Source: an optimization exercise on an open RTL-to-GDS flow (aim: small area). Production flows keep margins and buffers that such runs may drop.
The RTL was checked by simulation tests, not by an equivalence proof against the original design.

<file path="run.sh">
#!/bin/bash
# synth_recipe.tcl (not shown) runs the flow's synth.tcl, then flattens the netlist and writes it again
# the make line also repeats each setting of config.mk as NAME=value (left out here)
make -C /OpenROAD-flow-scripts/flow DESIGN_CONFIG=/design/flow/config.mk WORK_HOME=/design/flow/orfs CLKGATE_MAP_FILE= SYNTH_SCRIPT=/design/flow/synth_recipe.tcl finish
</file>
<file path="config.mk">
export PLATFORM = sky130hd
export DESIGN_NAME = Subsystem
export DESIGN_NICKNAME = Subsystem
export VERILOG_FILES = /design/flow/design.v
export SDC_FILE = /design/flow/constraint.sdc
export NUM_CORES = 4
export LEC_CHECK = 0
export CAP_MARGIN = 20
export CORE_MARGIN = 2
export CORE_UTILIZATION = 40
export SLEW_MARGIN = 20
</file>
<file path="constraint.sdc">
create_clock -name core_clock -period 10.0 [get_ports {clk}]
set_input_delay 2.0000 -clock core_clock [delete_from_list [all_inputs] [get_ports {clk}]]
set_output_delay 2.0000 -clock core_clock [all_outputs]
set_load 0.01 [all_outputs]
</file>
<file path="design.v">
`timescale 1 ns / 1 ps
module Subsystem
          (clk,
           reset,
           clk_enable,
           In1,
           Out1
         );
  input   clk;
  input   reset;
  input   clk_enable;
  input   signed [16:0] In1;   
  output reg signed [16:0] Out1;   
reg   signed [16:0] In11; 
  wire enb;
  wire signed [8:0] Constant1_out1=9'b011010001 ;
  wire signed [11:0] Constant2_out1=12'sb100010010101;
  wire signed [11:0] Constant3_out1= 11'b010110101001;
  wire signed [14:0] Constant4_out1=  15'sb101011110001011;
  wire signed [17:0] Constant5_out1= 17'b011001100100100101;
  wire signed [19:0] Constant6_out1=20'sb10011001101101101011;
  wire signed [16:0] Constant7_out1=16'b01010000111010101;
  wire signed [11:0] Constant8_out1=12'sb101001010111;
  wire signed [11:0] Constant9_out1 = 11'b11101101011;
  wire signed [8:0] Constant10_out1=9'sb100101111;
  reg signed [16:0] In1_1;   
  reg signed [24:0] Product1_out1_1;   
  wire signed [28:0] Product2_out1_1;   
  wire signed [27:0] Product3_out1_1;   
  wire signed [31:0] Product4_out1_1;   
  wire signed [33:0] Product5_out1_1;   
  wire signed [36:0] Product6_out1_1;   
  wire signed [32:0] Product7_out1_1;   
  wire signed [28:0] Product8_out1_1;   
  wire signed [27:0] Product9_out1_1;   
  wire signed [25:0] Product10_out1_1;   
  reg signed [11:0] Product1_out1_2;   
  reg signed [13:0] Product2_out1_2;   
  reg signed [16:0] Product3_out1_2;   
  reg signed [18:0] Product4_out1_2;   
  reg signed [21:0] Product5_out1_2;   
  reg signed [21:0] Product6_out1_2;   
  reg signed [17:0] Product7_out1_2;   
  reg signed [16:0] Product8_out1_2;   
  reg signed [12:0] Product9_out1_2;   
  reg signed [12:0] Product10_out1_2;   
   reg signed [11:0] Product1_out1_22;   
  reg signed [13:0] Product2_out1_22;   
  reg signed [16:0] Product3_out1_22;   
  reg signed [18:0] Product4_out1_22;   
  reg signed [21:0] Product5_out1_22;   
  reg signed [21:0] Product6_out1_22;   
  reg signed [17:0] Product7_out1_22;   
  reg signed [16:0] Product8_out1_22;   
  reg signed [12:0] Product9_out1_22;   
  reg signed [12:0] Product10_out1_22;   
  wire signed [17:0] Sum3_add_cast;   
  wire signed [22:0] Sum5_add_cast;   
  wire signed [23:0] Sum7_add_cast_1;   
  wire signed [23:0] Sum9_add_cast_1;   
  reg signed [14:0] Sum2_out1;   
  reg signed [16:0] Sum3_out1;   
  reg signed [17:0] Sum4_out1;   
  reg signed [21:0] Sum5_out1;   
  reg signed [22:0] Sum6_out1;   
  reg signed [22:0] Sum7_out1;   
  reg signed [22:0] Sum8_out1;   
  reg signed [22:0] Sum9_out1;   
  reg signed [23:0] Sum10_out1; 
  reg signed [16:0] Sum10_out2; 
  reg signed [16:0] Sum10_out3; 
  wire signed [19:0] Sum4_add_temp;   
  assign enb = 1;
  assign Product2_out1_1 = Constant2_out1 * In11; 
  assign Product3_out1_1 = Constant3_out1 * In11; 
  assign Product4_out1_1 = Constant4_out1 * In11; 
  assign Product5_out1_1 = Constant5_out1 * In11; 
  assign Product6_out1_1 = Constant6_out1 * In11; 
  assign Product7_out1_1 = Constant7_out1 *In11; 
  assign Product8_out1_1 = Constant8_out1 * In11; 
  assign Product9_out1_1 = Constant9_out1 * In11; 
  assign Product10_out1_1 = Constant10_out1 * In11; 
  assign Sum3_add_cast = {{2{Sum2_out1[14]}}, {Sum2_out1, 1'b0}};
  assign Sum4_add_temp = Sum3_out1 + Product4_out1_2;
  assign Sum5_add_cast = {{4{Sum4_out1[17]}}, {Sum4_out1, 1'b0}};
  assign Sum7_add_cast_1 = {{5{Product7_out1_2[17]}}, {Product7_out1_2, 1'b0}};
  assign Sum9_add_cast_1 = {{9{Product9_out1_2[12]}}, {Product9_out1_2, 2'b00}};
always @(posedge clk)
begin
if (reset == 1'b1) begin
      In11<=0;
        Product1_out1_2 <= 0;
        Sum2_out1 <= 0;
        Sum3_out1 <= 0;
        Sum4_out1 <= 0;
        Sum5_out1 <= 0;
        Sum6_out1 <= 0;
        Sum7_out1 <= 0;
        Sum8_out1 <= 0;
        Sum9_out1 <= 0;
        Out1  <= 0;
end
else
  begin
        In11<=In1;
        Product1_out1_2 <= Product1_out1_1[24:13]+ $signed({1'b0, Product1_out1_1[24] & (|Product1_out1_1[12:0])});
        Sum2_out1 <= Product1_out1_2 + Product2_out1_2;
        Sum3_out1 <= Sum3_add_cast+ Product3_out1_2;
        Sum4_out1 <= Sum4_add_temp[18:1] + $signed({1'b0, Sum4_add_temp[19] & Sum4_add_temp[0]});
        Sum5_out1 <= Sum5_add_cast + Product5_out1_2;
        Sum6_out1 <= Sum5_out1 + Product6_out1_2; 
        Sum7_out1 <= Sum6_out1 + Sum7_add_cast_1;
        Sum8_out1 <= Sum7_out1 + Product8_out1_2;
        Sum9_out1 <=  Sum8_out1 + Sum9_add_cast_1;
        Sum10_out1 = Sum9_out1 + Product10_out1_2;
        Sum10_out2=(Sum10_out1[22:6] + $signed({1'b0, Sum10_out1[23] & (|Sum10_out1[5:0])}));
        Sum10_out3<=Sum10_out2;
        Out1  <= -Sum10_out3;
  end
end
always @(posedge clk)
    begin 
    if (reset == 1'b1) begin
   Product1_out1_1 <=0; 
   Product2_out1_2 <=0;
   Product3_out1_2 <= 0;
   Product4_out1_2 <= 0;
   Product5_out1_2 <= 0;
   Product6_out1_2 <= 0;
   Product7_out1_2 <= 0;
   Product8_out1_2 <= 0;
   Product9_out1_2 <= 0;
  Product10_out1_2 <=0;
    end
     else begin
        if (enb) begin
   Product1_out1_1 <= Constant1_out1 * In11; 
   Product2_out1_2 <= Product2_out1_1[27:14] + $signed({1'b0, Product2_out1_1[28] & (|Product2_out1_1[13:0])});
   Product3_out1_2 <= Product3_out1_1[27:11] + $signed({1'b0, Product3_out1_1[27] & (|Product3_out1_1[10:0])});
   Product4_out1_2 <= Product4_out1_1[30:12]+ $signed({1'b0, Product4_out1_1[31] & (|Product4_out1_1[11:0])});
   Product5_out1_2 <= Product5_out1_1[33:12] + $signed({1'b0, Product5_out1_1[33] & (|Product5_out1_1[11:0])});
   Product6_out1_2 <= Product6_out1_1[35:14] + $signed({1'b0, Product6_out1_1[36] & (|Product6_out1_1[13:0])});
   Product7_out1_2 <= Product7_out1_1[32:15] + $signed({1'b0, Product7_out1_1[32] & (|Product7_out1_1[14:0])});
   Product8_out1_2 <= Product8_out1_1[27:11] + $signed({1'b0, Product8_out1_1[28] & (|Product8_out1_1[10:0])});
   Product9_out1_2 <= Product9_out1_1[27:15] + $signed({1'b0, Product9_out1_1[27] & (|Product9_out1_1[14:0])});
  Product10_out1_2 <= Product10_out1_1[24:12] + $signed({1'b0, Product10_out1_1[25] & (|Product10_out1_1[11:0])});
        end
      end
    end
endmodule  
</file>
==> impl_metrics.toml <==
[outcome]
status = "no timing/DRC/antenna violations"

[synth]
synth_top_area_share_pct = 25.1
ys_ff_latch = 407
yosysTopAreaCell = "fa_1"
async_reset_ff_share_pct = 0
yosys.cell_types.count = 106
synth.avg_cell_area_um2 = 9.17
synth_edf_count = 17
ys_seq_area_share_pct = 13.2
yosys_warnings = 1
synth_ff_type = "dfxtp_1"
synth_area_um2 = 62800
netlist_instances = 6850
netlist_top_cells_area = "fa_1 (25%), ha_1 (21%), dfxtp_1 (12%), inv_1 (7.0%), xnor2_1 (3.9%)"
synth_fp_nets = 8704

[finish]
fin_cells = 9070
drive_gt1_share_pct = 4.69
final_util_pct = 43.7
area_growth_pct = 8.46
fillers = 15341
nets = 8822

[run]
max_cap_viol_count = 0

[clock_tree]
postCtsHoldBufs = 0
path_clk_slew_ns = 0.06
cts.sinks = 407
post_cts_buffers = 0
h-tree-depth = 2
cts_root_buffer = "clkbuf_16"
cts_buffers = 51
clock_latency_ns = 0.69
cts_tree = "yes"
clockBufferDepth = 3
cts_resized = 0

[setup_path]
critPathLaunch = "In11[8]$_SDFF_PP0_"
cp.required_ns = 10.57
path_max_fanout = 9
crit_type = "reg -> reg"
reg2reg_depth = 30
path_common_cell = "fa_1"
worstPathArrival_ns = 9.90
endpoint_kind = "flop"
r2r_start = "In11[8]$_SDFF_PP0_"
slowest_delay_ns = 0.79
start_kind = "flop"
crit_path_top_delay_cell = "dfxtp_1"

[worst_hold_path]
min_path_cells = 1
hp-class = "reg -> reg"
min_from = "Sum8_out1[0]$_SDFF_PP0_"

[placement]
dp.cells = 8972
gp_congestion = 1.01
dp_hpwl_mm = 178
portBuffers = 35

[global_routing]
grt_max_degree = 97
grt_use_total_pct = 26.0
grt_overflow = 0
grt_pass1_vias = 49771
grt_pass1_wl_mm = 312
grt_antenna_before_repair = 8

[timing]
tns_ns = 0
hold_viol = 0
final_max_slew_viol_count = 0
grt_setup_unrepaired = "no"
max_slew_margin_pct = 25.0
worst_clock_skew_ns = 0.0750
fin_crit_sh_pct = 93.2
tightest_slew_ns = 1.11
layout_min_cycle_time_ns = 9.32
max_freq_mhz = 107
setup_viol_count_final = 0

[die]
chipWidth_um = 400
initial_core_util_pct = 40.3
top_level_ports = 37
die_area_um2 = 160000
coreArea_um2 = 156000
die_y_um = 400
rows = 145

[drt]
ant_nets = 0
drt_iter0_drc = 3341
vias_per_cell = 5.46
drtPass1Iterations = 5
vias = 49494
drcViolationCount = 0
wl_mm = 209
wl_per_cell_um = 23.1

[pwr]
state kept, by name, indices dropped and copies added, names as in the netlist, 18 cells and up:
name and cells:
Sum6_out1 23, Sum9_out1 23, Product4_out1_2 19, Product5_out1_2 22
Product1_out1_1 25, Product7_out1_2 18, Sum8_out1 23, Sum5_out1 22
Product6_out1_2 22, Sum7_out1 23, Sum4_out1 18
per-layer routing:
metal  wire length [um]  GRT usage, %  vias to the layer above
met5                 15             0                        -
met2              92800          41.4                     1580
li1                   -             -                    23298
met1              89300          34.1                    24251
met3              16100          5.23                      363
met4              11100          11.5                        2
stage by stage:
step | instance area, um2 | setup WS, ns | hold WS [ns]
final | 68100 | 0.676 | 0.403
after global routing | 68100 | 0.252 | 0.411
after CTS | 68100 | 0.699 | 0.402
after detailed placement | 66400 | 0.765 | 0.445
after global placement | 66400 | 0.819 | 0.442
after floorplan | 62800 | 0.765 | 0.414
worst max-delay path: cells and delay by family (launching register included):
kind | cells | cell delay (ns)
fa+ha+maj | 9 | 4.07
xor+xnor | 1 | 0.12
compound gates | 9 | 1.87
buf+inv | 5 | 1.00
flops | 1 | 0.79
simple gates | 6 | 1.33
layout make-up:
class	count	area, um2	area share [%]
Antenna cell	4	10.0	0.0147
Clock buffer	63	1380	2.03
Clock inverter	30	352	0.516
Inverter	1174	4410	6.47
Multi-Input combinational cell	5163	49700	72.9
Sequential cell	407	8330	12.2
Tap cell	2058	2570	3.78
Timing Repair Buffer	171	1390	2.04
layout by cell type, fill, tap and decap left out, types with 22 or more instances in the layout:
master and instances:
nand4_1 53, ha_1 1046, nand2_1 236, nor2b_1 115
and3_1 72, xor2_1 213, o21bai_1 28, nor3b_1 23
a31oi_1 50, nor2_1 498, a211o_1 22, nand2b_1 44
or2_2 30, or3_1 56, and2_1 45, o211ai_1 45
nor3_1 154, clkdlybuf4s50_1 34, clkbuf_16 51, a21oi_1 321
o21ai_0 208, nor4_1 44, dfxtp_1 386, o21a_1 78
fa_1 788, nand3_1 140, a21o_1 129, a211oi_1 54
inv_1 1173, xnor2_1 282, buf_4 134, o31ai_1 35
path summary, 6_finish.rpt:
kind,end,slack (ns)
min,Sum9_out1[0]$_SDFF_PP0_,0.40
max reg2reg,Product6_out1_2[20]$_SDFF_PP0_,0.68
min reg2reg,Sum9_out1[0]$_SDFF_PP0_,0.40
max,Product6_out1_2[20]$_SDFF_PP0_,0.68
synth_stat cells (115+ instances only):
cell type / instances
inv_1: 1174
ha_1: 1046
fa_1: 788
nor2_1: 498
dfxtp_1: 390
a21oi_1: 321
xnor2_1: 282
nand2_1: 236
xor2_1: 213
o21ai_0: 208
nor3_1: 154
nand3_1: 140
a21o_1: 129
nor2b_1: 115
cell families after synthesis:
logic type | share of synthesized area (%)
AOI/OAI and AO/OA | 12.8
xor gates and xnor gates | 6.93
adders and majority gates | 46.0
buffers and inverters | 7.68
DFF | 13.2
muxes | 0.452
and+or+nand+nor | 12.9

## separate check: timing with driven ports
The results above use ideal ports. As a check the final layout listed here was re-extracted and re-timed, cells and wires unchanged.
Step 1, drivers: a clkbuf_16 drives clk and a buf_2 each remaining input, both assumed.
Step 2 times the ports against the registers' clock, not the clock port: input delays grow and output delays shrink by t, the midpoint of the rising clock arrivals with the driver on.
Three values: ideal ports, drivers, drivers and shift; two values: the first two.
t (ns): 0.724
setup WS [ns]: 0.676 / 0.676 / 0.676
worst slew at a driven data input, ns: 0.05
After both steps setup and hold are still met in this run. For this run, drivers alone change the setup slack by 0.000 ns; drivers and shift together by 0.000 ns.
